Context: an optimization exercise on an open-source flow, tuned for small area, a short achievable clock period and few clock cycles. The choices shown serve that exercise and are no tape-out recipe. RTL that was checked went through simulation tests only; none was proved equivalent to the original. Power is estimated from default activity; no workload was simulated.

v6:
==> flow/design.v (excerpt) <==
module Mips16(clk, reset, imem_addr, imem_data, dmem_addr, dmem_wdata, dmem_we,
              dmem_rdata, dout, wb_en, wb_reg, halted);
Size in the first run: ~210 flip-flops, about 90 I/O pins, ~0.012 sq mm of cells after synthesis.
==> module Mips16, before the edit <==
module Mips16(clk, reset, imem_addr, imem_data, dmem_addr, dmem_wdata, dmem_we,
              dmem_rdata, dout, wb_en, wb_reg, halted);
input clk, reset;
input [15:0] imem_data, dmem_rdata;
output [8:0] imem_addr, dmem_addr;
output [15:0] dmem_wdata, dout;
output dmem_we, wb_en, halted;
output [2:0] wb_reg;
localparam FN_ZERO = 4'd0, FN_SUM = 4'd1, FN_AND = 4'd2, FN_OR = 4'd3, FN_XOR = 4'd4,
           FN_SLT = 4'd5, FN_SLL = 4'd6, FN_SRL = 4'd7, FN_LW = 4'd8;
reg [8:0]  pc;           
reg        halted_r;
reg [15:0] e_a, e_b;     
reg [6:0]  e_imm;        
reg [2:0]  e_sh;         
reg [3:0]  e_fn;
reg        e_sub, e_we, e_sw, e_br, e_bne, e_pred, e_halt;
reg [2:0]  e_dst;
reg [8:0]  e_alt;        
reg        wb_en_r;
reg [2:0]  wb_reg_r;
reg [15:0] dout_r;
reg [15:0] rf [1:7];
reg [7:1]  rf_ok;
wire [16:0] sum = {1'b0, e_a} + {1'b0, e_b} + {16'h0000, e_sub};
wire        ltu = !sum[16];
reg  [15:0] res;
always @* begin
	case (e_fn)
		FN_SUM: res = sum[15:0];
		FN_AND: res = e_a & e_b;
		FN_OR:  res = e_a | e_b;
		FN_XOR: res = e_a ^ e_b;
		FN_SLT: res = {15'h0000, ltu};
		FN_SLL: res = e_b << e_sh;
		FN_SRL: res = e_b >> e_sh;
		FN_LW:  res = dmem_rdata;
		default: res = 16'h0000;
	endcase
end
ALU_addr agen(.base(e_a[8:0]), .off(e_imm), .addr(dmem_addr));
assign dmem_wdata = e_b;
assign dmem_we    = e_sw;
wire br_taken = (e_a == e_b) ^ e_bne;
wire redirect = e_br && (br_taken != e_pred);
wire kill     = redirect || e_halt || halted_r;
wire [2:0] f_op   = imem_data[15:13];
wire [2:0] f_rs   = imem_data[12:10];
wire [2:0] f_rt   = imem_data[9:7];
wire [2:0] f_rd   = imem_data[6:4];
wire [3:0] f_func = imem_data[3:0];
wire [6:0] f_imm  = imem_data[6:0];
wire       f_isr  = (f_op == 3'b000);
wire       f_halt = f_isr && (f_func == 4'b1111);
wire       f_isimm = (f_op == 3'b001) || (f_op == 3'b010) || (f_op == 3'b011);
wire       f_lw   = (f_op == 3'b110);
wire       f_br   = (f_op[2:1] == 2'b10);
wire [2:0] f_dst  = f_isr ? f_rd : f_rt;
wire       f_we   = ((f_isr && !f_halt) || f_isimm || f_lw) && (f_dst != 3'b000);
wire       f_pred = f_br && ((f_rs == f_rt) ? !f_op[0] : (f_imm[6] | f_op[0]));
wire [8:0] f_off  = {{2{f_imm[6]}}, f_imm};
wire [8:0] f_pc1  = pc + 9'd1;
wire [8:0] f_tgt  = f_pc1 + f_off;
reg  [3:0] f_fn;
always @* begin
	case (f_op)
		3'b000: case (f_func)
			4'd0: f_fn = FN_SLL;
			4'd1, 4'd2: f_fn = FN_SUM;
			4'd3: f_fn = FN_AND;
			4'd4: f_fn = FN_OR;
			4'd5: f_fn = FN_XOR;
			4'd6: f_fn = FN_SLT;
			4'd7: f_fn = FN_SRL;
			default: f_fn = FN_ZERO;
		endcase
		3'b001: f_fn = FN_SUM;
		3'b010: f_fn = FN_OR;
		3'b011: f_fn = FN_SLT;
		3'b110: f_fn = FN_LW;
		default: f_fn = FN_ZERO;
	endcase
end
wire f_sub = (f_isr && (f_func == 4'd2 || f_func == 4'd6)) || (f_op == 3'b011);
reg [15:0] f_a, f_b;
integer i;
always @* begin
	f_a = 16'h0000;
	f_b = 16'h0000;
	for (i = 1; i < 8; i = i + 1) begin
		if (f_rs == i && rf_ok[i]) f_a = f_a | rf[i];
		if (f_rt == i && rf_ok[i]) f_b = f_b | rf[i];
	end
	if (e_we && e_dst == f_rs) f_a = res;
	if (e_we && e_dst == f_rt) f_b = res;
	if (f_isimm) f_b = {{9{f_imm[6]}}, f_imm};
	if (f_sub) f_b = ~f_b;
end
always @(posedge clk) begin
	if (reset) begin
		pc <= 9'd0;
		halted_r <= 1'b0;
		e_we <= 1'b0;
		e_sw <= 1'b0;
		e_br <= 1'b0;
		e_halt <= 1'b0;
		wb_en_r <= 1'b0;
		rf_ok <= 7'd0;
	end else begin
		if (redirect)
			pc <= e_alt;
		else if (!kill)
			pc <= f_pred ? f_tgt : f_pc1;
		if (e_halt)
			halted_r <= 1'b1;
		e_we <= f_we && !kill;
		e_sw <= (f_op == 3'b111) && !kill;
		e_br <= f_br && !kill;
		e_halt <= f_halt && !kill;
		wb_en_r <= e_we;
		if (e_we)
			rf_ok[e_dst] <= 1'b1;
	end
	e_a <= f_a;
	e_b <= f_b;
	e_imm <= f_imm;
	e_sh <= f_rs;
	e_fn <= f_fn;
	e_sub <= f_sub;
	e_bne <= f_op[0];
	e_pred <= f_pred;
	e_dst <= f_dst;
	e_alt <= f_pred ? f_pc1 : f_tgt;
	wb_reg_r <= e_dst;
	dout_r <= res;
	if (e_we)
		rf[e_dst] <= res;
end
assign imem_addr = pc;
assign dout = dout_r;
assign wb_en = wb_en_r;
assign wb_reg = wb_reg_r;
assign halted = halted_r;
endmodule
Settings: LEC_CHECK=0, CAP_MARGIN=20, CORE_MARGIN=2, CORE_UTILIZATION=50, CTS_BUF_LIST=sky130_fd_sc_hd__clkbuf_8, SETUP_SLACK_MARGIN=3.6, SLEW_MARGIN=20, SYNTH_HIERARCHICAL=1; clock period 7.0 ns.
standard.sh (not shown) runs the stock make flow with config.mk's settings and CLKGATE_MAP_FILE= SYNTH_SCRIPT=/design/flow/synth_recipe.tcl, a recipe that flattens the netlist after the stock synthesis.
==> flow/flow/run.sh <==
#!/bin/bash
# Layout flow: the standard synthesis (standard.sh synth, unchanged), then
# the standard ORFS layout with two changes: port buffers made from
# sky130_fd_sc_hd__buf_2, and the resizer allowed to change a cell's footprint
# when it sizes cells for timing (MATCH_CELL_FOOTPRINT=0).
# Each step's full output goes to its own log in this folder.
set -euo pipefail
export BUFFER_PORTS_ARGS="-buffer_cell sky130_fd_sc_hd__buf_2"
bash standard.sh synth > synth.log 2>&1
sed 's/ CLKGATE_MAP_FILE= / CLKGATE_MAP_FILE= MATCH_CELL_FOOTPRINT=0 /' standard.sh > standard_layout.sh
grep -q 'MATCH_CELL_FOOTPRINT=0' standard_layout.sh
bash standard_layout.sh > layout.log 2>&1
Changes in v7 relative to v6:
--- a/flow/design.v
+++ b/flow/design.v
@@ -9,13 +9,13 @@
 output [2:0] wb_reg;
 localparam FN_ZERO = 4'd0, FN_SUM = 4'd1, FN_AND = 4'd2, FN_OR = 4'd3, FN_XOR = 4'd4,
            FN_SLT = 4'd5, FN_SLL = 4'd6, FN_SRL = 4'd7, FN_LW = 4'd8;
 reg [8:0]  pc;           
 reg        halted_r;
 reg [15:0] e_a, e_b;     
-reg [6:0]  e_imm;        
+reg [8:0]  e_addr;       
 reg [2:0]  e_sh;         
 reg [3:0]  e_fn;
 reg        e_sub, e_we, e_sw, e_br, e_bne, e_pred, e_halt;
 reg [2:0]  e_dst;
 reg [8:0]  e_alt;        
 reg        wb_en_r;
@@ -36,18 +36,19 @@
 		FN_SLL: res = e_b << e_sh;
 		FN_SRL: res = e_b >> e_sh;
 		FN_LW:  res = dmem_rdata;
 		default: res = 16'h0000;
 	endcase
 end
-ALU_addr agen(.base(e_a[8:0]), .off(e_imm), .addr(dmem_addr));
+assign dmem_addr  = e_addr;
 assign dmem_wdata = e_b;
 assign dmem_we    = e_sw;
 wire br_taken = (e_a == e_b) ^ e_bne;
 wire redirect = e_br && (br_taken != e_pred);
 wire kill     = redirect || e_halt || halted_r;
+wire stall;
 wire [2:0] f_op   = imem_data[15:13];
 wire [2:0] f_rs   = imem_data[12:10];
 wire [2:0] f_rt   = imem_data[9:7];
 wire [2:0] f_rd   = imem_data[6:4];
 wire [3:0] f_func = imem_data[3:0];
 wire [6:0] f_imm  = imem_data[6:0];
@@ -57,12 +58,14 @@
 wire       f_lw   = (f_op == 3'b110);
 wire       f_br   = (f_op[2:1] == 2'b10);
 wire [2:0] f_dst  = f_isr ? f_rd : f_rt;
 wire       f_we   = ((f_isr && !f_halt) || f_isimm || f_lw) && (f_dst != 3'b000);
 wire       f_pred = f_br && ((f_rs == f_rt) ? !f_op[0] : (f_imm[6] | f_op[0]));
 wire [8:0] f_off  = {{2{f_imm[6]}}, f_imm};
+wire       f_mem  = (f_op[2:1] == 2'b11);
+assign     stall  = f_mem && e_we && (e_dst == f_rs);
 wire [8:0] f_pc1  = pc + 9'd1;
 wire [8:0] f_tgt  = f_pc1 + f_off;
 reg  [3:0] f_fn;
 always @* begin
 	case (f_op)
 		3'b000: case (f_func)
@@ -80,26 +83,29 @@
 		3'b011: f_fn = FN_SLT;
 		3'b110: f_fn = FN_LW;
 		default: f_fn = FN_ZERO;
 	endcase
 end
 wire f_sub = (f_isr && (f_func == 4'd2 || f_func == 4'd6)) || (f_op == 3'b011);
-reg [15:0] f_a, f_b;
+reg [15:0] f_ra, f_a, f_b;
 integer i;
 always @* begin
-	f_a = 16'h0000;
+	f_ra = 16'h0000;
 	f_b = 16'h0000;
 	for (i = 1; i < 8; i = i + 1) begin
-		if (f_rs == i && rf_ok[i]) f_a = f_a | rf[i];
+		if (f_rs == i && rf_ok[i]) f_ra = f_ra | rf[i];
 		if (f_rt == i && rf_ok[i]) f_b = f_b | rf[i];
 	end
+	f_a = f_ra;
 	if (e_we && e_dst == f_rs) f_a = res;
 	if (e_we && e_dst == f_rt) f_b = res;
 	if (f_isimm) f_b = {{9{f_imm[6]}}, f_imm};
 	if (f_sub) f_b = ~f_b;
 end
+wire [8:0] f_addr;
+ALU_addr agen(.base(f_ra[8:0]), .off(f_imm), .addr(f_addr));
 always @(posedge clk) begin
 	if (reset) begin
 		pc <= 9'd0;
 		halted_r <= 1'b0;
 		e_we <= 1'b0;
 		e_sw <= 1'b0;
@@ -107,27 +113,27 @@
 		e_halt <= 1'b0;
 		wb_en_r <= 1'b0;
 		rf_ok <= 7'd0;
 	end else begin
 		if (redirect)
 			pc <= e_alt;
-		else if (!kill)
+		else if (!kill && !stall)
 			pc <= f_pred ? f_tgt : f_pc1;
 		if (e_halt)
 			halted_r <= 1'b1;
-		e_we <= f_we && !kill;
-		e_sw <= (f_op == 3'b111) && !kill;
+		e_we <= f_we && !kill && !stall;
+		e_sw <= (f_op == 3'b111) && !kill && !stall;
 		e_br <= f_br && !kill;
 		e_halt <= f_halt && !kill;
 		wb_en_r <= e_we;
 		if (e_we)
 			rf_ok[e_dst] <= 1'b1;
 	end
 	e_a <= f_a;
 	e_b <= f_b;
-	e_imm <= f_imm;
+	e_addr <= f_addr;
 	e_sh <= f_rs;
 	e_fn <= f_fn;
 	e_sub <= f_sub;
 	e_bne <= f_op[0];
 	e_pred <= f_pred;
 	e_dst <= f_dst;
--- outcome ---
v7 vs. v6: met3 track demand over resource in global routing lost 0.95 points; final layout net count rose 1.4%; detailed placement HPWL rose by 0.64%; global-route usage decreased 0.61 points.
Summary: with v6 as the reference, number of nets produced by synthesis in v7 moved up slightly.
Area of the multi-input gates shrinks slightly when moving from v6 to v7.
v6 has lower normalized max-slew margin than v7.
Between v6 and v7, the difference in arithmetic-cell share of the synthesized area counting full adders, half adders and majority gates is negligible.
Comparing total power of the final layout for v6 and v7, the bigger number came from v7.
Effective utilization at floorplan: higher on v7
Max fmax across v6 and v7: v7
Total routed wirelength improves in v7 relative to v6.
Testbench counts of v7, summed over its fixed seeds: cycles 15,929.
Function not checked in v6: the RTL went through the layout flow alone.

[afterwards: timing with drivers on the ports]
No port has a modelled driver above. Below, the same layouts with a new extraction and two added sets of constraints.
Step 1 (the two cells are an assumption about what drives the block):
set clk [get_ports {clk}]
set_driving_cell -lib_cell sky130_fd_sc_hd__clkbuf_16 $clk
set_driving_cell -lib_cell sky130_fd_sc_hd__buf_2 [delete_from_list [all_inputs] $clk]
Step 2 moves the port delays by t, midway between the first and last clock arrival at a register: inputs arrive t later, outputs are due t later. That takes back most of the time a late clock gives input paths.
a / b / c = ideal ports / drivers / drivers and shift; a / b = the first two.
run	shift t [ns]	setup slack, ns	slew at the worst register clock pin (ns)	worst slew at a driven data input, ns	cell pins on the clock port's net
v6	0.565	3.305 / 3.261 / 3.309	0.06 / 0.06	0.04	1
v7	0.581	3.667 / 3.692 / 3.111	0.07 / 0.07	0.05	1
After both steps every run listed still meets setup and hold. The setup slack of v7, which loses most, moves by +0.025 ns with the drivers and by -0.556 ns with both steps.
